From an optimization exercise on the open Yosys and OpenROAD flow, aimed at small area; shortcuts taken in it are not production practice.
The RTL was checked by simulation tests, not by an equivalence proof against the original design.
No activity file was given, so power comes from the tool's default toggle rates.

$ cat flow/flow/run.sh
#!/bin/bash
# Own flow: the standard synthesis, then the same synthesis again with an
# area-oriented ABC script and without adder cells; if the registers of the
# two netlists agree (names and cell types) the second netlist is laid out
# by the standard flow, otherwise the standard one is.
set -u
W=$(pwd)
R=$W/orfs/results/$FLOW_PLATFORM/Final_Watch/base
bash standard.sh synth > std_synth.log 2>&1 || exit 1
cp $R/1_2_yosys.v $W/ref_1_2_yosys.v
make -C $FLOW_HOME DESIGN_CONFIG=$W/config.mk WORK_HOME=$W/orfs CLKGATE_MAP_FILE= \
  SYNTH_SCRIPT=$W/flow/my_synth.tcl ADDER_MAP_FILE= do-yosys > my_synth.log 2>&1
ok=0
if [ -s $R/1_2_yosys.v ] && grep -q "endmodule" $R/1_2_yosys.v; then
  cp $R/1_2_yosys.v $W/own_1_2_yosys.v
  python3 $W/flow/fixnames.py $W/ref_1_2_yosys.v $W/own_1_2_yosys.v $W/own_fixed_1_2_yosys.v > fixnames.log 2>&1 \
    && cp $W/own_fixed_1_2_yosys.v $R/1_2_yosys.v
  python3 $W/flow/regs.py $W/ref_1_2_yosys.v > regs_ref.txt
  python3 $W/flow/regs.py $R/1_2_yosys.v > regs_own.txt
  if [ -s regs_ref.txt ] && cmp -s regs_ref.txt regs_own.txt; then ok=1; fi
fi
if [ $ok = 1 ]; then
  echo "own synthesis used" > synth_choice.txt
else
  echo "registers differ or own synthesis failed: standard synthesis used" > synth_choice.txt
  cp $W/ref_1_2_yosys.v $R/1_2_yosys.v
fi
touch $R/1_2_yosys.v
CTS_ARGS="-sink_clustering_enable -repair_clock_nets -buf_list sky130_fd_sc_hd__clkbuf_8 -dont_use_dummy_load" BUFFER_PORTS_ARGS="-buffer_cell sky130_fd_sc_hd__buf_1" bash standard.sh > std_layout.log 2>&1
$ cat flow/flow/area.abc
strash
&get -n
&deepsyn -J 100
&put
dch -f
amap
topo
$ cat flow/flow/fixnames.py
# Gives the flip-flops of the own netlist (argv[2]) that have generated names
# (_NNNN_) the name that the standard netlist (argv[1]) gives the flip-flop
# driving the same Q net. Writes the result to argv[3].
import re, sys
FF = re.compile(r'^(\s*)(sky130_fd_sc_hd__(?:df|sdf|edf|dl)\w*)\s+(\S+)\s*\((.*?)\);', re.M | re.S)
def flops(text):
    out = {}
    for m in FF.finditer(text):
        q = re.search(r'\.Q\(\s*(.*?)\s*\)', m.group(4))
        if q:
            out[q.group(1)] = (m.group(3), m.group(2))
    return out
ref = open(sys.argv[1]).read()
own = open(sys.argv[2]).read()
rf, of = flops(ref), flops(own)
names = set(re.findall(r'(?<![\w\\$])(_\d+_)(?!\w)', own))
ren = {}
for q, (rn, rt) in rf.items():
    if q not in of:
        continue
    on, ot = of[q]
    if on != rn:
        if not re.fullmatch(r'_\d+_', on) or rn in names:
            sys.exit("cannot rename %s to %s" % (on, rn))
        ren[on] = rn
def sub(m):
    n = m.group(3)
    if n in ren:
        return m.group(0).replace(' ' + n + ' ', ' ' + ren[n] + ' ', 1)
    return m.group(0)
new = FF.sub(sub, own)
open(sys.argv[3], 'w').write(new)
print("renamed", ren)
$ cat flow/flow/my_synth.tcl
# The standard synthesis (synth_recipe.tcl) with two changes: no adder-cell
# extraction (ADDER_MAP_FILE is empty on the make line) and an area-oriented
# ABC script for the combinational logic. Registers are mapped as before.
proc synth {args} { yosys synth -nofsm -noshare {*}$args }
set my_abc_script [file join [file dirname [file normalize [info script]]] area.abc]
proc abc {args} {
  global my_abc_script
  set out {}
  set skip 0
  foreach a $args {
    if {$skip} { set skip 0; continue }
    if {$a eq "-script"} { set skip 1; continue }
    lappend out $a
  }
  yosys abc -script $my_abc_script {*}$out
}
source $::env(SCRIPTS_DIR)/synth.tcl
# left out here: clear keep_hierarchy, flatten, clean up, hide names made inside functions, write 1_2_yosys.v
$ cat flow/flow/regs.py
# Lists the flip-flop instances (name, cell type without drive strength) of a netlist.
import re, sys
s = open(sys.argv[1]).read()
regs = sorted((n, re.sub(r'_\d+$', '', t)) for t, n in
              re.findall(r'^\s*(sky130_fd_sc_hd__(?:df|sdf|edf|dl)\w*)\s+(\S+)\s*\(', s, re.M))
for n, t in regs:
    print(t, n)
$ cat flow/standard.sh
#!/bin/bash
# synth_recipe.tcl (not shown) runs the flow's synth.tcl, then flattens the netlist and writes it again
# the make line also repeats each setting of config.mk as NAME=value (left out here)
make -C /OpenROAD-flow-scripts/flow DESIGN_CONFIG=/design/flow/config.mk WORK_HOME=/design/flow/orfs CLKGATE_MAP_FILE= SYNTH_SCRIPT=/design/flow/synth_recipe.tcl "${@:-finish}"
$ cat flow/config.mk
export PLATFORM = sky130hd
export DESIGN_NAME = Final_Watch
export DESIGN_NICKNAME = Final_Watch
export VERILOG_FILES = /design/flow/design.v
export SDC_FILE = /design/flow/constraint.sdc
export NUM_CORES = 4
export LEC_CHECK = 0
export CAP_MARGIN = 20
export CORE_MARGIN = 2
export CORE_UTILIZATION = 40
export CTS_BUF_LIST = sky130_fd_sc_hd__clkbuf_8
export SLEW_MARGIN = 20
$ cat flow/constraint.sdc
create_clock -name core_clock -period 22.0 [get_ports {clk}]
set_input_delay 4.4000 -clock core_clock [delete_from_list [all_inputs] [get_ports {clk}]]
set_output_delay 4.4000 -clock core_clock [all_outputs]
set_load 0.01 [all_outputs]
$ cat flow/design.v
`timescale 1ns / 1ps
module Final_Watch(
    input clk,
    input rst_sw,
    input [7:1] dip_sw,
    input [11:0] key_pad,
    output [7:0] seg_data,
    output [7:0] seg_com,
    output [7:0] lcd_data,
    output lcd_rs, lcd_rw, lcd_e,
    output [3:0] led_r,
    output [3:0] led_g,
    output [3:0] led_b,
    output piezo
);
    wire rst = rst_sw;
    function [3:0] dec_inc;    
        input [3:0] d;
        dec_inc = {(d[3] & ~d[0]) | (d[2] & d[1] & d[0]),
                   d[2] ^ (d[1] & d[0]),
                   (d[1] ^ d[0]) & ~d[3],
                   ~d[0]};
    endfunction
    function [3:0] dec_dec;    
        input [3:0] d;
        dec_dec = {(~d[3] & ~d[2] & ~d[1] & ~d[0]) | (d[3] & d[0]),
                   (d[2] & (d[1] | d[0])) | (d[3] & ~d[0]),
                   (d[1] & d[0]) | (d[2] & ~d[1] & ~d[0]) | (d[3] & ~d[0]),
                   ~d[0]};
    endfunction
    function [2:0] sex_inc;    
        input [2:0] d;
        sex_inc = {(d[2] & ~d[0]) | (d[1] & d[0]),
                   (d[1] ^ d[0]) & ~d[2],
                   ~d[0]};
    endfunction
    function [2:0] sex_dec;    
        input [2:0] d;
        sex_dec = {(~d[2] & ~d[1] & ~d[0]) | (d[2] & d[0]),
                   (d[1] & d[0]) | (d[2] & ~d[0]),
                   ~d[0]};
    endfunction
    function [3:0] hex_inc;    
        input [3:0] d;
        hex_inc = d ^ {d[2] & d[1] & d[0], d[1] & d[0], d[0], 1'b1};
    endfunction
    function [3:0] hex_dec;    
        input [3:0] d;
        hex_dec = d ^ {~d[2] & ~d[1] & ~d[0], ~d[1] & ~d[0], ~d[0], 1'b1};
    endfunction
    reg [5:0] k_reg, k_trig;    
    wire [5:0] k_in = {key_pad[11], key_pad[10], key_pad[9], key_pad[2], key_pad[1], key_pad[0]};
    always @(posedge clk or negedge rst) begin
        if(!rst) begin
            k_reg  <= 6'd0;
            k_trig <= 6'd0;
        end else begin
            k_reg  <= k_in;
            k_trig <= k_in & ~k_reg;
        end
    end
    wire key1 = k_trig[0], key2 = k_trig[1], key3 = k_trig[2];
    wire kstar = k_trig[3], key0 = k_trig[4], ksharp = k_trig[5];
    reg [2:0] c5;
    always @(posedge clk or negedge rst) begin
        if(!rst) c5 <= 3'd0;
        else     c5 <= {(c5[1] & c5[0]) | (c5[2] & ~c5[0]), (c5[1] ^ c5[0]) & ~c5[2], ~c5[0] | c5[2]};
    end
    wire c5_is4 = (c5 == 3'd4);           
    wire tick_1khz = (c5 == 3'd5);
    reg [3:0] cnt_lcd;
    always @(posedge clk or negedge rst) begin
        if(!rst) cnt_lcd <= 4'd0;
        else     cnt_lcd <= hex_inc(cnt_lcd);
    end
    assign lcd_e = ((cnt_lcd[3] & (cnt_lcd[2] | cnt_lcd[1] | cnt_lcd[0])) | (cnt_lcd == 4'd0)) & (c5 != 3'd0);
    reg [6:0] k125;
    always @(posedge clk or negedge rst) begin
        if(!rst) k125 <= 7'd0;
        else if(c5_is4 && cnt_lcd[2:0] == 3'd7)
            k125 <= (k125 == 7'd124) ? 7'd0 : k125 ^ {&k125[5:0], &k125[4:0], &k125[3:0], &k125[2:0], &k125[1:0], k125[0], 1'b1};
    end
    wire tick_1hz = tick_1khz & (cnt_lcd[2:0] == 3'd0) & (k125 == 7'd0);
    wire lcd_step = (cnt_lcd == 4'd8);
    reg view_24h;
    always @(posedge clk or negedge rst) begin
        if(!rst) view_24h <= 1'b1;
        else if((dip_sw[1] | dip_sw[2] | dip_sw[3] | dip_sw[4]) && key0)
            view_24h <= ~view_24h;
    end
    reg [3:0] c_h10, c_h1, c_m1, c_s1;
    reg [2:0] c_m10, c_s10;
    reg [1:0] c_state;
    always @(posedge clk or negedge rst) begin
        if(!rst) begin
            c_h10 <= 4'd1; c_h1 <= 4'd2;
            c_m10 <= 3'd0; c_m1 <= 4'd0;
            c_s10 <= 3'd0; c_s1 <= 4'd0;
        end else begin
            if(tick_1hz) begin
                if(c_s1 == 4'd9) begin
                    c_s1 <= 4'd0;
                    if(c_s10 == 3'd5) begin
                        c_s10 <= 3'd0;
                        if(c_m1 == 4'd9) begin
                            c_m1 <= 4'd0;
                            if(c_m10 == 3'd5) begin
                                c_m10 <= 3'd0;
                                if(c_h10 == 4'd2 && c_h1 == 4'd3) begin
                                    c_h10 <= 4'd0; c_h1 <= 4'd0;
                                end
                                else if(c_h1 == 4'd9) begin
                                    c_h1 <= 4'd0; c_h10 <= hex_inc(c_h10);
                                end
                                else c_h1 <= dec_inc(c_h1);
                            end
                            else c_m10 <= sex_inc(c_m10);
                        end
                        else c_m1 <= dec_inc(c_m1);
                    end
                    else c_s10 <= sex_inc(c_s10);
                end
                else c_s1 <= dec_inc(c_s1);
            end
            if(dip_sw[1]) begin
                case(c_state)
                    2'd1: begin
                        if(key3) begin
                            if(c_h10 == 4'd2 && c_h1 == 4'd3) begin c_h10 <= 4'd0; c_h1 <= 4'd0; end
                            else if(c_h1 == 4'd9) begin c_h1 <= 4'd0; c_h10 <= hex_inc(c_h10); end
                            else c_h1 <= dec_inc(c_h1);
                        end
                        if(key1) begin
                            if(c_h10 == 4'd0 && c_h1 == 4'd0) begin c_h10 <= 4'd2; c_h1 <= 4'd3; end
                            else if(c_h1 == 4'd0) begin c_h1 <= 4'd9; c_h10 <= hex_dec(c_h10); end
                            else c_h1 <= dec_dec(c_h1);
                        end
                    end
                    2'd2: begin
                        if(key3) begin
                            if(c_m1 == 4'd9) begin
                                c_m1 <= 4'd0;
                                c_m10 <= sex_inc(c_m10);
                            end
                            else c_m1 <= dec_inc(c_m1);
                        end
                        if(key1) begin
                            if(c_m10 == 3'd0 && c_m1 == 4'd0) begin c_m10 <= 3'd5; c_m1 <= 4'd9; end
                            else if(c_m1 == 4'd0) begin
                                c_m1 <= 4'd9;
                                c_m10 <= sex_dec(c_m10);
                            end
                            else c_m1 <= dec_dec(c_m1);
                        end
                    end
                    2'd3: begin
                        if(key2) begin c_s10 <= 3'd0; c_s1 <= 4'd0; end
                    end
                    default: ;
                endcase
            end
        end
    end
    always @(posedge clk or negedge rst) begin
        if(!rst) c_state <= 2'd0;
        else if(dip_sw[1]) begin
            if(kstar)       c_state <= {c_state[1] ~^ c_state[0], ~c_state[0]};
            else if(ksharp) c_state <= {c_state[1] ^ c_state[0], ~c_state[0]};
        end
        else c_state <= 2'd0;
    end
    reg [2:0] a_state;
    reg [3:0] al_h10, al_h1, al_m1, al_s1;
    reg [2:0] al_m10, al_s10;
    reg is_ringing, alarm_set;
    reg [2:0] a_state_up, a_state_dn;
    always @(*) begin
        case(a_state)
            3'd0: begin a_state_up = 3'd1; a_state_dn = 3'd4; end
            3'd1: begin a_state_up = 3'd2; a_state_dn = 3'd0; end
            3'd2: begin a_state_up = 3'd3; a_state_dn = 3'd1; end
            3'd3: begin a_state_up = 3'd4; a_state_dn = 3'd2; end
            default: begin a_state_up = 3'd0; a_state_dn = 3'd3; end
        endcase
    end
    wire al_match = {c_h10, c_h1, c_m10, c_m1, c_s10, c_s1} ==
                    {al_h10, al_h1, al_m10, al_m1, al_s10, al_s1};
    always @(posedge clk or negedge rst) begin
        if(!rst) begin
            a_state <= 3'd0;
            {al_h10, al_h1, al_m10, al_m1, al_s10, al_s1} <= 22'd0;
            is_ringing <= 1'b0;
            alarm_set  <= 1'b0;
        end else begin
            if(is_ringing && key0) is_ringing <= 1'b0;
            if(a_state == 3'd4 && al_match) is_ringing <= 1'b1;
            if(dip_sw[5]) begin
                if(kstar)       a_state <= a_state_dn;
                else if(ksharp) a_state <= a_state_up;
                if(a_state == 3'd0 && key2) begin
                    {al_h10, al_h1, al_m10, al_m1, al_s10, al_s1} <= 22'd0;
                    alarm_set  <= 1'b0;
                    is_ringing <= 1'b0;
                end
                if(a_state == 3'd1) begin
                    if(key3) begin
                        alarm_set <= 1'b1;
                        if(al_h10 == 4'd2 && al_h1 == 4'd3) begin al_h10 <= 4'd0; al_h1 <= 4'd0; end
                        else if(al_h1 == 4'd9) begin al_h1 <= 4'd0; al_h10 <= hex_inc(al_h10); end
                        else al_h1 <= dec_inc(al_h1);
                    end
                    if(key1) begin
                        alarm_set <= 1'b1;
                        if(al_h10 == 4'd0 && al_h1 == 4'd0) begin al_h10 <= 4'd2; al_h1 <= 4'd3; end
                        else if(al_h1 == 4'd0) begin al_h1 <= 4'd9; al_h10 <= hex_dec(al_h10); end
                        else al_h1 <= dec_dec(al_h1);
                    end
                end
                else if(a_state == 3'd2) begin
                    if(key3) begin
                        alarm_set <= 1'b1;
                        if(al_m1 == 4'd9) begin
                            al_m1 <= 4'd0;
                            al_m10 <= sex_inc(al_m10);
                        end
                        else al_m1 <= dec_inc(al_m1);
                    end
                    if(key1) begin
                        alarm_set <= 1'b1;
                        if(al_m10 == 3'd0 && al_m1 == 4'd0) begin al_m10 <= 3'd5; al_m1 <= 4'd9; end
                        else if(al_m1 == 4'd0) begin
                            al_m1 <= 4'd9;
                            al_m10 <= sex_dec(al_m10);
                        end
                        else al_m1 <= dec_dec(al_m1);
                    end
                end
                else if(a_state == 3'd3) begin
                    if(key3) begin
                        alarm_set <= 1'b1;
                        if(al_s1 == 4'd9) begin
                            al_s1 <= 4'd0;
                            al_s10 <= sex_inc(al_s10);
                        end
                        else al_s1 <= dec_inc(al_s1);
                    end
                    if(key1) begin
                        alarm_set <= 1'b1;
                        if(al_s10 == 3'd0 && al_s1 == 4'd0) begin al_s10 <= 3'd5; al_s1 <= 4'd9; end
                        else if(al_s1 == 4'd0) begin
                            al_s1 <= 4'd9;
                            al_s10 <= sex_dec(al_s10);
                        end
                        else al_s1 <= dec_dec(al_s1);
                    end
                    if(key2) begin
                        alarm_set <= 1'b1;
                        al_s10 <= 3'd0;
                        al_s1  <= 4'd0;
                    end
                end
            end
        end
    end
    reg [3:0] tm_m1, tm_s1;
    reg [2:0] tm_m10, tm_s10;
    reg [1:0] t_state;
    reg is_run, is_end;
    always @(posedge clk or negedge rst) begin
        if(!rst) begin
            t_state <= 2'd0;
            is_run <= 1'b0;
            is_end <= 1'b0;
            {tm_m10, tm_m1, tm_s10, tm_s1} <= 14'd0;
        end else begin
            if(is_run && tick_1hz) begin
                if(tm_s1 == 4'd0) begin
                    if(tm_s10 == 3'd0) begin
                        if(tm_m1 == 4'd0) begin
                            if(tm_m10 == 3'd0) begin
                                is_run <= 1'b0;
                                is_end <= 1'b1;
                            end
                            else begin
                                tm_m10 <= sex_dec(tm_m10);
                                tm_m1  <= 4'd9;
                                tm_s10 <= 3'd5;
                                tm_s1  <= 4'd9;
                            end
                        end
                        else begin
                            tm_m1  <= dec_dec(tm_m1);
                            tm_s10 <= 3'd5;
                            tm_s1  <= 4'd9;
                        end
                    end
                    else begin
                        tm_s10 <= sex_dec(tm_s10);
                        tm_s1  <= 4'd9;
                    end
                end
                else tm_s1 <= dec_dec(tm_s1);
            end
            if(dip_sw[6]) begin
                if(kstar)       t_state <= {t_state[1] ~^ t_state[0], ~t_state[0]};
                else if(ksharp) t_state <= {t_state[1] ^ t_state[0], ~t_state[0]};
                if(t_state == 2'd3 && key0) begin
                    if(is_end) begin
                        is_end  <= 1'b0;
                        t_state <= 2'd0;
                    end
                    else is_run <= ~is_run;
                end
                if(t_state == 2'd1) begin
                    if(key3) begin
                        if(tm_m1 == 4'd9) begin
                            tm_m1 <= 4'd0;
                            tm_m10 <= sex_inc(tm_m10);
                        end
                        else tm_m1 <= dec_inc(tm_m1);
                    end
                    if(key1) begin
                        if(tm_m10 == 3'd0 && tm_m1 == 4'd0) begin tm_m10 <= 3'd5; tm_m1 <= 4'd9; end
                        else if(tm_m1 == 4'd0) begin
                            tm_m1 <= 4'd9;
                            tm_m10 <= sex_dec(tm_m10);
                        end
                        else tm_m1 <= dec_dec(tm_m1);
                    end
                end
                if(t_state == 2'd2) begin
                    if(key3) begin
                        if(tm_s1 == 4'd9) begin
                            tm_s1 <= 4'd0;
                            tm_s10 <= sex_inc(tm_s10);
                        end
                        else tm_s1 <= dec_inc(tm_s1);
                    end
                    if(key1) begin
                        if(tm_s10 == 3'd0 && tm_s1 == 4'd0) begin tm_s10 <= 3'd5; tm_s1 <= 4'd9; end
                        else if(tm_s1 == 4'd0) begin
                            tm_s1 <= 4'd9;
                            tm_s10 <= sex_dec(tm_s10);
                        end
                        else tm_s1 <= dec_dec(tm_s1);
                    end
                end
                if(t_state == 2'd0) begin
                    {tm_m10, tm_m1, tm_s10, tm_s1} <= 14'd0;
                    is_run <= 1'b0;
                    is_end <= 1'b0;
                end
            end
        end
    end
    reg [1:0] g_state;
    reg [3:0] g_d3, g_d2, g_d1, g_d0;
    reg g_valid, g_stale;
    wire g_all9 = (g_d3 == 4'd9) && (g_d2 == 4'd9) && (g_d1 == 4'd9) && (g_d0 == 4'd9);
    wire g_wait_done = (g_d3 == 4'd3);
    wire g_inc = tick_1khz && !key0 &&
                 ((g_state == 2'd1 && !g_wait_done) || (g_state == 2'd2 && !g_all9));
    wire g_go2 = (g_state == 2'd1) && !key0 && tick_1khz && g_wait_done;
    always @(posedge clk or negedge rst) begin
        if(!rst) begin
            g_state <= 2'd0;
            {g_d3, g_d2, g_d1, g_d0} <= 16'd0;
            g_valid <= 1'b0;
            g_stale <= 1'b0;
        end else if(dip_sw[7]) begin
            g_stale <= key0 | g_go2;
            if(g_state == 2'd0 || g_go2) begin
                {g_d3, g_d2, g_d1, g_d0} <= 16'd0;
            end else if(g_inc) begin
                g_d0 <= dec_inc(g_d0);
                if(g_d0 == 4'd9) begin
                    g_d1 <= dec_inc(g_d1);
                    if(g_d1 == 4'd9) begin
                        g_d2 <= dec_inc(g_d2);
                        if(g_d2 == 4'd9) g_d3 <= dec_inc(g_d3);
                    end
                end
            end
            case(g_state)
                2'd0: begin
                    g_valid <= 1'b0;
                    if(key0) g_state <= 2'd1;
                end
                2'd1: begin
                    if(key0) g_state <= 2'd3;
                    else if(g_go2) g_state <= 2'd2;
                end
                2'd2: begin
                    if(key0) begin
                        g_state <= 2'd3;
                        g_valid <= 1'b1;
                    end
                end
                2'd3: begin
                    if(key0) g_state <= 2'd0;
                end
            endcase
        end
    end
    reg g_r, g_g, g_b;
    always @(*) begin
        case(g_state)
            2'd0: {g_r, g_g, g_b} = g_stale ? {1'b1, g_valid, g_valid} : 3'b000;
            2'd1: {g_r, g_g, g_b} = g_stale ? 3'b000 : 3'b001;
            2'd2: {g_r, g_g, g_b} = g_stale ? 3'b001 : 3'b010;
            default: {g_r, g_g, g_b} = {1'b1, g_valid, g_valid};
        endcase
    end
    assign led_r = {4{dip_sw[7] & g_r}};
    assign led_g = {4{dip_sw[7] & g_g}};
    assign led_b = {4{dip_sw[7] & g_b}};
    reg [4:0] base_hour_24, off_h, city_hour_24;
    reg [3:0] city_h10_24, city_h1_24, disp_h10, disp_h1;
    always @(*) begin
        base_hour_24 = (c_h10 * 5'd10) + c_h1;
        if(dip_sw[2])      off_h = 5'd10;
        else if(dip_sw[3]) off_h = 5'd15;
        else if(dip_sw[4]) off_h = 5'd16;
        else               off_h = 5'd0;
        city_hour_24 = base_hour_24 + off_h;
        if(city_hour_24 >= 5'd24) city_hour_24 = city_hour_24 - 5'd24;
        if(city_hour_24 >= 5'd20) begin
            city_h10_24 = 4'd2; city_h1_24 = city_hour_24 - 5'd20;
        end else if(city_hour_24 >= 5'd10) begin
            city_h10_24 = 4'd1; city_h1_24 = city_hour_24 - 5'd10;
        end else begin
            city_h10_24 = 4'd0; city_h1_24 = city_hour_24[3:0];
        end
        if(view_24h) begin
            disp_h10 = city_h10_24; disp_h1 = city_h1_24;
        end else if(city_h10_24 == 0 && city_h1_24 == 0) begin
            disp_h10 = 4'd1; disp_h1 = 4'd2;
        end else if(city_h10_24 == 1 && city_h1_24 > 4'd2) begin
            disp_h10 = 4'd0; disp_h1 = city_h1_24 - 4'd2;
        end else if(city_h10_24 == 2) begin
            disp_h10 = (city_h1_24 >= 4'd2) ? 4'd1 : 4'd0;
            if(city_h1_24 == 4'd0)      disp_h1 = 4'd8;
            else if(city_h1_24 == 4'd1) disp_h1 = 4'd9;
            else                        disp_h1 = city_h1_24 - 4'd2;
        end else begin
            disp_h10 = city_h10_24; disp_h1 = city_h1_24;
        end
    end
    reg [1:0] dig3;
    always @(posedge clk or negedge rst) begin
        if(!rst) dig3 <= 2'd0;
        else if(c5_is4) dig3 <= {dig3[0], ~dig3[1] & ~dig3[0]};
    end
    wire dig_odd = cnt_lcd[0] ^ (c5[0] & ~c5[2]);
    reg [2:0] digit_sel;
    always @(*) begin
        case({dig_odd, dig3})
            3'b0_00: digit_sel = 3'd0;
            3'b1_01: digit_sel = 3'd1;
            3'b0_10: digit_sel = 3'd2;
            3'b1_00: digit_sel = 3'd3;
            3'b0_01: digit_sel = 3'd4;
            default: digit_sel = 3'd5;
        endcase
    end
    reg [3:0] hex_in;
    reg [7:0] com;
    always @(*) begin
        case(digit_sel)
            3'd0: com = 8'b1111_1110;
            3'd1: com = 8'b1111_1101;
            3'd2: com = 8'b1111_1011;
            3'd3: com = 8'b1111_0111;
            3'd4: com = 8'b1110_1111;
            default: com = 8'b1101_1111;
        endcase
        if(dip_sw[7]) begin
            if(!g_valid) hex_in = 4'hE;
            else case(digit_sel)
                3'd0: hex_in = g_d0;
                3'd1: hex_in = g_d1;
                3'd2: hex_in = g_d2;
                3'd3: hex_in = g_d3;
                default: hex_in = 4'h0;
            endcase
        end else if(dip_sw[6]) begin
            case(digit_sel)
                3'd0: hex_in = tm_s1;
                3'd1: hex_in = {1'b0, tm_s10};
                3'd2: hex_in = tm_m1;
                3'd3: hex_in = {1'b0, tm_m10};
                default: hex_in = 4'h0;
            endcase
        end else begin
            case(digit_sel)
                3'd0: hex_in = c_s1;
                3'd1: hex_in = {1'b0, c_s10};
                3'd2: hex_in = c_m1;
                3'd3: hex_in = {1'b0, c_m10};
                3'd4: hex_in = dip_sw[5] ? c_h1 : disp_h1;
                default: hex_in = dip_sw[5] ? c_h10 : disp_h10;
            endcase
        end
    end
    assign seg_com = com;
    reg [6:0] seg7;
    always @(*) begin
        case(hex_in)
            4'h0: seg7 = 7'b1111110;
            4'h1: seg7 = 7'b0110000;
            4'h2: seg7 = 7'b1101101;
            4'h3: seg7 = 7'b1111001;
            4'h4: seg7 = 7'b0110011;
            4'h5: seg7 = 7'b1011011;
            4'h6: seg7 = 7'b1011111;
            4'h7: seg7 = 7'b1110000;
            4'h8: seg7 = 7'b1111111;
            4'h9: seg7 = 7'b1111011;
            4'hA: seg7 = 7'b1110111;
            4'hB: seg7 = 7'b0011111;
            4'hC: seg7 = 7'b1001110;
            4'hD: seg7 = 7'b0111101;
            4'hE: seg7 = 7'b1001111;
            default: seg7 = 7'b1000111;
        endcase
    end
    assign seg_data = {seg7, ~dip_sw[7] & (digit_sel == 3'd2 || digit_sel == 3'd4)};
    wire pz_en = ~dip_sw[7] & (dip_sw[6] ? is_end : is_ringing);
    reg [2:0] pz_lo;       
    reg [5:0] pz_hi;       
    reg [4:0] pz_p;        
    wire pz_tick = pz_hi[5] & pz_hi[4] & pz_hi[1];
    reg pz_on;
    always @(*) begin
        case(pz_p)
            5'd0, 5'd1, 5'd3, 5'd4, 5'd6, 5'd7, 5'd8, 5'd9, 5'd10, 5'd11, 5'd18, 5'd19: pz_on = 1'b1;
            default: pz_on = 1'b0;
        endcase
    end
    always @(posedge clk or negedge rst) begin
        if(!rst) begin
            pz_lo <= 3'd0; pz_hi <= 6'd0; pz_p <= 5'd0;
        end else if(!pz_en) begin
            pz_lo <= 3'd0; pz_hi <= 6'd0; pz_p <= 5'd0;
        end else begin
            pz_lo <= {pz_lo[1] & pz_lo[0], pz_lo[1] ^ pz_lo[0], ~pz_lo[0] & ~pz_lo[2]};
            if(pz_tick) pz_hi <= 6'd0;
            else if(pz_lo[2]) pz_hi <= pz_hi ^ {&pz_hi[4:0], &pz_hi[3:0], &pz_hi[2:0], &pz_hi[1:0], pz_hi[0], 1'b1};
            if(pz_tick) pz_p <= (pz_p == 5'd19) ? 5'd2 : pz_p ^ {&pz_p[3:0], &pz_p[2:0], &pz_p[1:0], pz_p[0], 1'b1};
        end
    end
    wire pz_late = |pz_p[4:1];
    assign piezo = pz_on & (pz_hi[0] ^ (pz_late & ~(pz_lo[2] | pz_lo[1] | pz_lo[0])));
    localparam DELAY = 3'b000, FUNCTION_SET = 3'b001, ENTRY_MODE = 3'b010,
               DISP_ONOFF = 3'b011, LINE1 = 3'b100, LINE2 = 3'b101, DELAY_T = 3'b110;
    reg [2:0] l_state;
    reg [4:0] l_cnt;
    reg [6:0] l_data;    
    wire [3:0] ci = l_cnt[3:0];
    wire [4:0] l_cnt_inc = l_cnt ^ {&l_cnt[3:0], &l_cnt[2:0], &l_cnt[1:0], l_cnt[0], 1'b1};
    wire l_delay_end = (k125 == 7'd28) && (c5 == 3'd3);
    wire line2 = l_state[0];
    reg [7:0] ch;
    always @(*) begin
        ch = 8'h20;
        if(!line2) begin
            if(dip_sw[7]) begin
                case(ci)
                    4'd2: ch = 8'h52;
                    4'd3: ch = 8'h65;
                    4'd4: ch = 8'h61;
                    4'd5: ch = 8'h63;
                    4'd6: ch = 8'h74;
                    4'd7: ch = 8'h69;
                    4'd8: ch = 8'h6F;
                    4'd9: ch = 8'h6E;
                    4'd11: ch = 8'h54;
                    4'd12: ch = 8'h65;
                    4'd13: ch = 8'h73;
                    4'd14: ch = 8'h74;
                    default: ch = 8'h20;
                endcase
            end
            else if(dip_sw[6]) begin
                case(ci)
                    4'd3: ch = 8'h54;
                    4'd4: ch = 8'h69;
                    4'd5: ch = 8'h6D;
                    4'd6: ch = 8'h65;
                    4'd7: ch = 8'h72;
                    4'd9: ch = 8'h4D;
                    4'd10: ch = 8'h6F;
                    4'd11: ch = 8'h64;
                    4'd12: ch = 8'h65;
                    default: ch = 8'h20;
                endcase
            end
            else if(dip_sw[5]) begin
                case(ci)
                    4'd3: ch = 8'h41;
                    4'd4: ch = 8'h6C;
                    4'd5: ch = 8'h61;
                    4'd6: ch = 8'h72;
                    4'd7: ch = 8'h6D;
                    4'd9: ch = 8'h4D;
                    4'd10: ch = 8'h6F;
                    4'd11: ch = 8'h64;
                    4'd12: ch = 8'h65;
                    default: ch = 8'h20;
                endcase
            end
            else if(dip_sw[1]) begin
                case(ci)
                    4'd5: ch = 8'h53;
                    4'd6: ch = 8'h65;
                    4'd7: ch = 8'h6F;
                    4'd8: ch = 8'h75;
                    4'd9: ch = 8'h6C;
                    default: ch = 8'h20;
                endcase
            end
            else if(dip_sw[2]) begin
                case(ci)
                    4'd4: ch = 8'h4E;
                    4'd5: ch = 8'h65;
                    4'd6: ch = 8'h77;
                    4'd8: ch = 8'h59;
                    4'd9: ch = 8'h6F;
                    4'd10: ch = 8'h72;
                    4'd11: ch = 8'h6B;
                    default: ch = 8'h20;
                endcase
            end
            else if(dip_sw[3]) begin
                case(ci)
                    4'd5: ch = 8'h4C;
                    4'd6: ch = 8'h6F;
                    4'd7: ch = 8'h6E;
                    4'd8: ch = 8'h64;
                    4'd9: ch = 8'h6F;
                    4'd10: ch = 8'h6E;
                    default: ch = 8'h20;
                endcase
            end
            else if(dip_sw[4]) begin
                case(ci)
                    4'd5: ch = 8'h50;
                    4'd6: ch = 8'h61;
                    4'd7: ch = 8'h72;
                    4'd8: ch = 8'h69;
                    4'd9: ch = 8'h73;
                    default: ch = 8'h20;
                endcase
            end
        end else begin
            if(dip_sw[7]) begin
                case(g_state)
                    2'd0: begin
                        case(ci)
                            4'd5: ch = 8'h53;
                            4'd6: ch = 8'h74;
                            4'd7: ch = 8'h61;
                            4'd8: ch = 8'h72;
                            4'd9: ch = 8'h74;
                            default: ch = 8'h20;
                        endcase
                    end
                    2'd1: begin
                        case(ci)
                            4'd5: ch = 8'h52;
                            4'd6: ch = 8'h65;
                            4'd7: ch = 8'h61;
                            4'd8: ch = 8'h64;
                            4'd9: ch = 8'h79;
                            default: ch = 8'h20;
                        endcase
                    end
                    2'd2: begin
                        case(ci)
                            4'd1: ch = 8'h57;
                            4'd2: ch = 8'h61;
                            4'd3: ch = 8'h69;
                            4'd4: ch = 8'h74;
                            4'd6: ch = 8'h66;
                            4'd7: ch = 8'h6F;
                            4'd8: ch = 8'h72;
                            4'd10: ch = 8'h47;
                            4'd11: ch = 8'h72;
                            4'd12: ch = 8'h65;
                            4'd13: ch = 8'h65;
                            4'd14: ch = 8'h6E;
                            default: ch = 8'h20;
                        endcase
                    end
                    default: begin
                        if(!g_valid) begin
                            case(ci)
                                4'd4: ch = 8'h54;
                                4'd5: ch = 8'h6F;
                                4'd6: ch = 8'h6F;
                                4'd8: ch = 8'h46;
                                4'd9: ch = 8'h61;
                                4'd10: ch = 8'h73;
                                4'd11: ch = 8'h74;
                                default: ch = 8'h20;
                            endcase
                        end
                        else if(g_d3 == 4'd0 && g_d2[3:1] == 3'd0) begin
                            case(ci)
                                4'd4: ch = 8'h47;
                                4'd5: ch = 8'h72;
                                4'd6: ch = 8'h65;
                                4'd7: ch = 8'h61;
                                4'd8: ch = 8'h74;
                                default: ch = 8'h20;
                            endcase
                        end
                        else if(g_d3 == 4'd0 && g_d2[3:2] == 2'd0 && !(g_d2[1] & g_d2[0])) begin
                            case(ci)
                                4'd5: ch = 8'h47;
                                4'd6: ch = 8'h6F;
                                4'd7: ch = 8'h6F;
                                4'd8: ch = 8'h64;
                                default: ch = 8'h20;
                            endcase
                        end
                        else begin
                            case(ci)
                                4'd5: ch = 8'h53;
                                4'd6: ch = 8'h6C;
                                4'd7: ch = 8'h6F;
                                4'd8: ch = 8'h77;
                                default: ch = 8'h20;
                            endcase
                        end
                    end
                endcase
            end else if(dip_sw[6]) begin
                case(t_state)
                    2'd0: begin
                        case(ci)
                            4'd3: ch = 8'h52;
                            4'd4: ch = 8'h65;
                            4'd5: ch = 8'h73;
                            4'd6: ch = 8'h65;
                            4'd7: ch = 8'h74;
                            4'd9: ch = 8'h4D;
                            4'd10: ch = 8'h6F;
                            4'd11: ch = 8'h64;
                            4'd12: ch = 8'h65;
                            default: ch = 8'h20;
                        endcase
                    end
                    2'd1: begin
                        case(ci)
                            4'd3: ch = 8'h53;
                            4'd4: ch = 8'h65;
                            4'd5: ch = 8'h74;
                            4'd7: ch = 8'h4D;
                            4'd8: ch = 8'h69;
                            4'd9: ch = 8'h6E;
                            4'd10: ch = 8'h75;
                            4'd11: ch = 8'h74;
                            4'd12: ch = 8'h65;
                            default: ch = 8'h20;
                        endcase
                    end
                    2'd2: begin
                        case(ci)
                            4'd3: ch = 8'h53;
                            4'd4: ch = 8'h65;
                            4'd5: ch = 8'h74;
                            4'd7: ch = 8'h53;
                            4'd8: ch = 8'h65;
                            4'd9: ch = 8'h63;
                            4'd10: ch = 8'h6F;
                            4'd11: ch = 8'h6E;
                            4'd12: ch = 8'h64;
                            default: ch = 8'h20;
                        endcase
                    end
                    default: begin
                        if(is_end) begin
                            case(ci)
                                4'd3: ch = 8'h54;
                                4'd4: ch = 8'h69;
                                4'd5: ch = 8'h6D;
                                4'd6: ch = 8'h65;
                                4'd8: ch = 8'h4F;
                                4'd9: ch = 8'h56;
                                4'd10: ch = 8'h45;
                                4'd11: ch = 8'h52;
                                4'd12: ch = 8'h21;
                                4'd13: ch = 8'h21;
                                4'd14: ch = 8'h21;
                                default: ch = 8'h20;
                            endcase
                        end
                        else if(is_run) begin
                            case(ci)
                                4'd3: ch = 8'h52;
                                4'd4: ch = 8'h75;
                                4'd5: ch = 8'h6E;
                                4'd6: ch = 8'h6E;
                                4'd7: ch = 8'h69;
                                4'd8: ch = 8'h6E;
                                4'd9: ch = 8'h67;
                                4'd10: ch = 8'h2E;
                                4'd11: ch = 8'h2E;
                                4'd12: ch = 8'h2E;
                                default: ch = 8'h20;
                            endcase
                        end
                        else begin
                            case(ci)
                                4'd3: ch = 8'h50;
                                4'd4: ch = 8'h61;
                                4'd5: ch = 8'h75;
                                4'd6: ch = 8'h73;
                                4'd7: ch = 8'h65;
                                4'd8: ch = 8'h2F;
                                4'd9: ch = 8'h52;
                                4'd10: ch = 8'h65;
                                4'd11: ch = 8'h61;
                                4'd12: ch = 8'h64;
                                4'd13: ch = 8'h79;
                                default: ch = 8'h20;
                            endcase
                        end
                    end
                endcase
            end else if(dip_sw[5]) begin
                case(a_state)
                    3'd0: begin
                        if(!alarm_set) begin
                            case(ci)
                                4'd0: ch = 8'h41;
                                4'd1: ch = 8'h6C;
                                4'd2: ch = 8'h61;
                                4'd3: ch = 8'h72;
                                4'd4: ch = 8'h6D;
                                4'd5: ch = 8'h3A;
                                4'd6: ch = 8'h4E;
                                4'd7: ch = 8'h6F;
                                4'd8: ch = 8'h6E;
                                default: ch = 8'h20;
                            endcase
                        end
                        else begin
                            case(ci)
                                4'd0: ch = 8'h41;
                                4'd1: ch = 8'h6C;
                                4'd2: ch = 8'h61;
                                4'd3: ch = 8'h72;
                                4'd4: ch = 8'h6D;
                                4'd5: ch = 8'h3A;
                                4'd6: ch = 8'h4F;
                                4'd7: ch = 8'h46;
                                4'd8: ch = 8'h46;
                                default: ch = 8'h20;
                            endcase
                        end
                    end
                    3'd1: begin
                        case(ci)
                            4'd0: ch = 8'h53;
                            4'd1: ch = 8'h65;
                            4'd2: ch = 8'h74;
                            4'd4: ch = 8'h48;
                            4'd6: ch = {4'h3, al_h10};
                            4'd7: ch = {4'h3, al_h1};
                            4'd8: ch = 8'h3A;
                            4'd9: ch = {4'h3, {1'b0, al_m10}};
                            4'd10: ch = {4'h3, al_m1};
                            4'd11: ch = 8'h3A;
                            4'd12: ch = {4'h3, {1'b0, al_s10}};
                            4'd13: ch = {4'h3, al_s1};
                            default: ch = 8'h20;
                        endcase
                    end
                    3'd2: begin
                        case(ci)
                            4'd0: ch = 8'h53;
                            4'd1: ch = 8'h65;
                            4'd2: ch = 8'h74;
                            4'd4: ch = 8'h4D;
                            4'd6: ch = {4'h3, al_h10};
                            4'd7: ch = {4'h3, al_h1};
                            4'd8: ch = 8'h3A;
                            4'd9: ch = {4'h3, {1'b0, al_m10}};
                            4'd10: ch = {4'h3, al_m1};
                            4'd11: ch = 8'h3A;
                            4'd12: ch = {4'h3, {1'b0, al_s10}};
                            4'd13: ch = {4'h3, al_s1};
                            default: ch = 8'h20;
                        endcase
                    end
                    3'd3: begin
                        case(ci)
                            4'd0: ch = 8'h53;
                            4'd1: ch = 8'h65;
                            4'd2: ch = 8'h74;
                            4'd4: ch = 8'h53;
                            4'd6: ch = {4'h3, al_h10};
                            4'd7: ch = {4'h3, al_h1};
                            4'd8: ch = 8'h3A;
                            4'd9: ch = {4'h3, {1'b0, al_m10}};
                            4'd10: ch = {4'h3, al_m1};
                            4'd11: ch = 8'h3A;
                            4'd12: ch = {4'h3, {1'b0, al_s10}};
                            4'd13: ch = {4'h3, al_s1};
                            default: ch = 8'h20;
                        endcase
                    end
                    default: begin
                        if(is_ringing) begin
                            case(ci)
                                4'd0: ch = 8'h41;
                                4'd1: ch = 8'h6C;
                                4'd2: ch = 8'h61;
                                4'd3: ch = 8'h72;
                                4'd4: ch = 8'h6D;
                                4'd6: ch = 8'h52;
                                4'd7: ch = 8'h69;
                                4'd8: ch = 8'h6E;
                                4'd9: ch = 8'h67;
                                4'd10: ch = 8'h69;
                                4'd11: ch = 8'h6E;
                                4'd12: ch = 8'h67;
                                4'd13: ch = 8'h21;
                                4'd14: ch = 8'h21;
                                default: ch = 8'h20;
                            endcase
                        end
                        else begin
                            case(ci)
                                4'd0: ch = 8'h41;
                                4'd1: ch = 8'h6C;
                                4'd2: ch = 8'h61;
                                4'd3: ch = 8'h72;
                                4'd4: ch = 8'h6D;
                                4'd6: ch = {4'h3, al_h10};
                                4'd7: ch = {4'h3, al_h1};
                                4'd8: ch = 8'h3A;
                                4'd9: ch = {4'h3, {1'b0, al_m10}};
                                4'd10: ch = {4'h3, al_m1};
                                4'd11: ch = 8'h3A;
                                4'd12: ch = {4'h3, {1'b0, al_s10}};
                                4'd13: ch = {4'h3, al_s1};
                                default: ch = 8'h20;
                            endcase
                        end
                    end
                endcase
            end else if(dip_sw[1] | dip_sw[2] | dip_sw[3] | dip_sw[4]) begin
                case(dip_sw[1] ? c_state : 2'd0)
                    2'd0: begin
                        if(view_24h) begin
                            case(ci)
                                4'd4: ch = 8'h4D;
                                4'd5: ch = 8'h6F;
                                4'd6: ch = 8'h64;
                                4'd7: ch = 8'h65;
                                4'd8: ch = 8'h3A;
                                4'd9: ch = 8'h32;
                                4'd10: ch = 8'h34;
                                4'd11: ch = 8'h48;
                                default: ch = 8'h20;
                            endcase
                        end
                        else begin
                            case(ci)
                                4'd4: ch = 8'h4D;
                                4'd5: ch = 8'h6F;
                                4'd6: ch = 8'h64;
                                4'd7: ch = 8'h65;
                                4'd8: ch = 8'h3A;
                                4'd9: ch = 8'h31;
                                4'd10: ch = 8'h32;
                                4'd11: ch = 8'h48;
                                default: ch = 8'h20;
                            endcase
                        end
                    end
                    2'd1: begin
                        case(ci)
                            4'd3: ch = 8'h41;
                            4'd4: ch = 8'h64;
                            4'd5: ch = 8'h6A;
                            4'd6: ch = 8'h75;
                            4'd7: ch = 8'h73;
                            4'd8: ch = 8'h74;
                            4'd10: ch = 8'h48;
                            4'd11: ch = 8'h6F;
                            4'd12: ch = 8'h75;
                            4'd13: ch = 8'h72;
                            default: ch = 8'h20;
                        endcase
                    end
                    2'd2: begin
                        case(ci)
                            4'd3: ch = 8'h41;
                            4'd4: ch = 8'h64;
                            4'd5: ch = 8'h6A;
                            4'd6: ch = 8'h75;
                            4'd7: ch = 8'h73;
                            4'd8: ch = 8'h74;
                            4'd10: ch = 8'h4D;
                            4'd11: ch = 8'h69;
                            4'd12: ch = 8'h6E;
                            default: ch = 8'h20;
                        endcase
                    end
                    default: begin
                        case(ci)
                            4'd4: ch = 8'h52;
                            4'd5: ch = 8'h65;
                            4'd6: ch = 8'h73;
                            4'd7: ch = 8'h65;
                            4'd8: ch = 8'h74;
                            4'd10: ch = 8'h53;
                            4'd11: ch = 8'h65;
                            4'd12: ch = 8'h63;
                            default: ch = 8'h20;
                        endcase
                    end
                endcase
            end
        end
    end
    always @(posedge clk or negedge rst) begin
        if(!rst) begin
            l_state <= DELAY;
            l_cnt <= 5'd0;
        end else if(lcd_step) begin
            case(l_state)
                DELAY: begin
                    if(l_delay_end) l_state <= FUNCTION_SET;
                end
                FUNCTION_SET: begin
                    if(l_cnt == 5'd30) begin l_state <= DISP_ONOFF; l_cnt <= 5'd0; end
                    else l_cnt <= l_cnt_inc;
                end
                DISP_ONOFF: begin
                    if(l_cnt == 5'd30) begin l_state <= ENTRY_MODE; l_cnt <= 5'd0; end
                    else l_cnt <= l_cnt_inc;
                end
                ENTRY_MODE: begin
                    if(l_cnt == 5'd30) begin l_state <= LINE1; l_cnt <= 5'd0; end
                    else l_cnt <= l_cnt_inc;
                end
                LINE1: begin
                    if(l_cnt == 5'd16) begin l_state <= LINE2; l_cnt <= 5'd0; end
                    else l_cnt <= l_cnt_inc;
                end
                LINE2: begin
                    if(l_cnt == 5'd16) begin l_state <= DELAY_T; l_cnt <= 5'd0; end
                    else l_cnt <= l_cnt_inc;
                end
                default: begin
                    if(l_cnt == 5'd5) begin l_state <= LINE1; l_cnt <= 5'd0; end
                    else l_cnt <= l_cnt_inc;
                end
            endcase
        end
    end
    always @(posedge clk or negedge rst) begin
        if(!rst) begin
            l_data <= 7'h00;
        end else if(lcd_step) begin
            case(l_state)
                DELAY:        l_data <= 7'h00;
                FUNCTION_SET: l_data <= 7'h38;
                DISP_ONOFF:   l_data <= 7'h0C;
                ENTRY_MODE:   l_data <= 7'h06;
                LINE1, LINE2: l_data <= !l_cnt[4] ? ch[6:0] : (line2 ? 7'h00 : 7'h40);
                default:      l_data <= 7'h02;
            endcase
        end
    end
    wire l_first = (l_state == DELAY) || (l_state == FUNCTION_SET && l_cnt == 5'd0);
    assign lcd_rw = l_first;
    assign lcd_rs = l_first || (l_state[2:1] == 2'b10 && l_cnt != 5'd0);
    assign lcd_data = {(l_state == LINE2 || l_state == DELAY_T) && l_cnt == 5'd0, l_data};
endmodule
==> run summary <==
ant diodes=0; Worst Path Required=17.60 ns; clock-pin slew on the worst setup and hold paths=0.07 ns; Remaining DRCs=0; Largest regs=k125 x7, l_data x7; gpl congestion=1.03; Max rail drop VDD=0.0000628 V; main flop type after synthesis=dfrtp_1; PostCTS Resize Cnt=0; mapped cell area=0.0107 sq mm; P_leak=4.29 nW; max-slew violation count=0; ANT nets after route=0; Post-synth ARST share=1.00; vias in the first global route=11500; max cap viols=0; clk sink count=147; number of I/O port buffers=52; actual slew at the worst max-slew pin=1.08 ns; final worst-path cycle share=0.678; DRT Wirelength=43000 microns; number of buffers created by CTS=17; clock buffer depth=2; Yosys Warn Count=1; power per cell area=91.9 mW/mm^2; grt ovf=0; # IOs=61; die area=0.0281 sq mm; Fin. Hold Viols=0; WHS Path Cells=1; starting density of the core=0.410; antenna violations before repair=0; CP startpoint kind=primary input; Setup Skew=0.0353 ns; fin crit period=14.92 ns; Cell variety after synth=54; gr usage total=0.308; sequential area share after synthesis=0.344; slowest CP cell=a221oi_1; Avg WL per Cell=22.1 microns; hold_buf cts=0; leading cell type in the layout, fill and taps excluded=nor2_1; most frequent cells in the layout=349 x nor2_1, 242 x clkinv_1, 144 x dfrtp_1; post-synthesis cell count=1538; crit path DAT=10.52 ns; R2R cell count=18; fmax=67.0 MHz; WS Path Type=primary input to output pin; Vias/cell=6.35; Final #Nets=1635; iteration-0 DRC count of the detailed router=1778; run status=timing/DRC/antenna clean; CTS tree=built; row cnt=59; Root Driver=clkbuf_8; routed via count=12400; core area=0.0261 sq mm; Syn Area/Cell=6.96 sq um; number of enable flip-flop cells after synthesis=0; total setup buffers inserted after CTS=0; largest net degree at the start of global routing=73; DP HPWL=32900 microns; die width=168 microns; Max FO, Critical Path=11; Setup WS post-layout=7.08 ns; endpoints failing setup=0; Die Span Y=168 microns; Area growth syn-to-layout=8.27%; layout cells sized above 1=0.0223; Setup WS pre-CTS=7.35 ns; slowest stage delay, CP=0.42 ns; htree depth=4; flop and latch count out of synthesis=147; DRT Pass-1 Iters=8; first-pass GRT wire length=67300 microns; Hold Path Class=register to register; unrepaired setup endpoints after global routing=false; Slew HR=0.260; Final TNS setup=0 ns; worst skew pair latency=0.48 ns; CP most frequent cell=clkinv_1; endpoint class of the critical path=output pin
## cells in the mapped netlist, types with 3 or more instances
cell type  count  share of area
o22ai_1       62          0.036
a32oi_1        4         0.0033
o211ai_1      14         0.0098
o41ai_1        5         0.0041
dfstp_2        3         0.0074
and2_0         3         0.0018
a31o_1         4         0.0033
o311ai_0       4         0.0033
nor2b_1       11         0.0064
or4_1          9         0.0063
nand4_1       11         0.0064
a2111oi_0     14          0.011
o21ai_0       93          0.043
o221a_1        7         0.0074
nand3_1       27          0.013
nor2_1       349           0.12
a22oi_1       16          0.011
clkinv_1     242          0.085
o32ai_1        7         0.0057
o2111ai_1      4         0.0033
nor4_1        28          0.016
o22a_1         9         0.0074
o31ai_1       13         0.0091
or3_1          9         0.0053
a21oi_1       82          0.038
o32a_1         3         0.0028
o211a_1        4         0.0037
a31oi_1       33          0.019
dfrtp_1      144           0.34
o221ai_1      13          0.011
nor3_1        87          0.041
a221oi_1      12         0.0098
a211oi_1      32          0.022
buf_4         11         0.0077
or2_0          8         0.0047
and3_1         7         0.0041
o21a_1        19          0.013
nand2_1      115          0.040
## worst paths after layout
kind,start,endpoint,slack (ns)
min in group asynchronous,rst_sw,al_m10[0],3.85
hold reg to reg,k_reg[3],k_trig[3],0.39
hold / removal,k_reg[3],k_trig[3],0.39
setup / recovery,dip_sw[2],seg_data[5],7.08
setup reg to reg,l_cnt[0],l_data[0],16.80
max in group asynchronous,rst_sw,k125[1],16.85
## cells by family (layout without fill, tap and decap cells)
family,Yosys count,in the layout,synth area share
flip-flops,147,147,0.344
other,1,2,0.000350
AND/OR/NAND/NOR,666,666,0.269
buffers and inverters,253,326,0.0926
AO/OA/AOI/OAI,471,471,0.294
## per-layer routing
layer / up-vias / global-route usage / wire, microns
li1: 5699 / - / -
met1: 5831 / 0.432 / 18500
met2: 704 / 0.472 / 18600
met3: 137 / 0.0520 / 4020
met4: 0 / 0.130 / 1950
met5: - / 0 / 0
## critical path, delay by kind of cell
family	cells	cell delay, ns
simple gates	8	1.20
compound gates	16	3.56
buf+inv	9	1.33
## through the flow
| step | hold WS (ns) | util | cells | instance area, sq um | power (mW) |
|---|---|---|---|---|---|
| 2_1_floorplan | 0.378 | - | 1539 | 10700 | 0.737 |
| 3_3_place_gp | 0.381 | 0.435 | 1930 | 11400 | 0.881 |
| 3_5_place_dp | 0.383 | 0.435 | 1930 | 11400 | 0.884 |
| 4_1_cts | 0.392 | 0.444 | 1947 | 11600 | 1.05 |
| 5_1_grt | 0.401 | 0.444 | 1947 | 11600 | 1.14 |
| 6_report | 0.391 | 0.444 | 1947 | 11600 | 1.07 |
## final cells by class
class,count,area (sq um)
Clock buffer,17,234
Fill cell,2783,14500
Inverter,242,908
Multi-Input combinational cell,1139,6040
Sequential cell,147,3680
Tap cell,335,419
Timing Repair Buffer,67,312
## where the power goes
part	switching (mW)	internal, mW
clock	0.101	0.0682
sequential	0.0999	0.328
combinational	0.313	0.155
total	0.514	0.552

==> re-timing with driven ports <==
The results above use ideal ports. As a check the final layout listed here was re-extracted and re-timed, cells and wires unchanged.
Step 1 assumes that a clkbuf_16 drives the clock port and a buf_2 every other input.
Step 2 also shifts input and output timing later by t, the mid clock arrival at the registers, as if the neighbouring blocks saw the same clock.
Slacks: no drivers / after step 1 / after step 2; pairs: no drivers / after step 1.
t (ns): 0.510
setup WS [ns]: 7.083 / 7.060 / 7.060
worst hold slack (ns): 0.391 / 0.391 / 0.391
worst data-port slew with drivers (ns): 0.04
cell pins on the clock port's net: 1
After both steps this run still meets setup and hold. For this run, drivers alone change the setup slack by -0.023 ns; drivers and shift together by -0.023 ns.
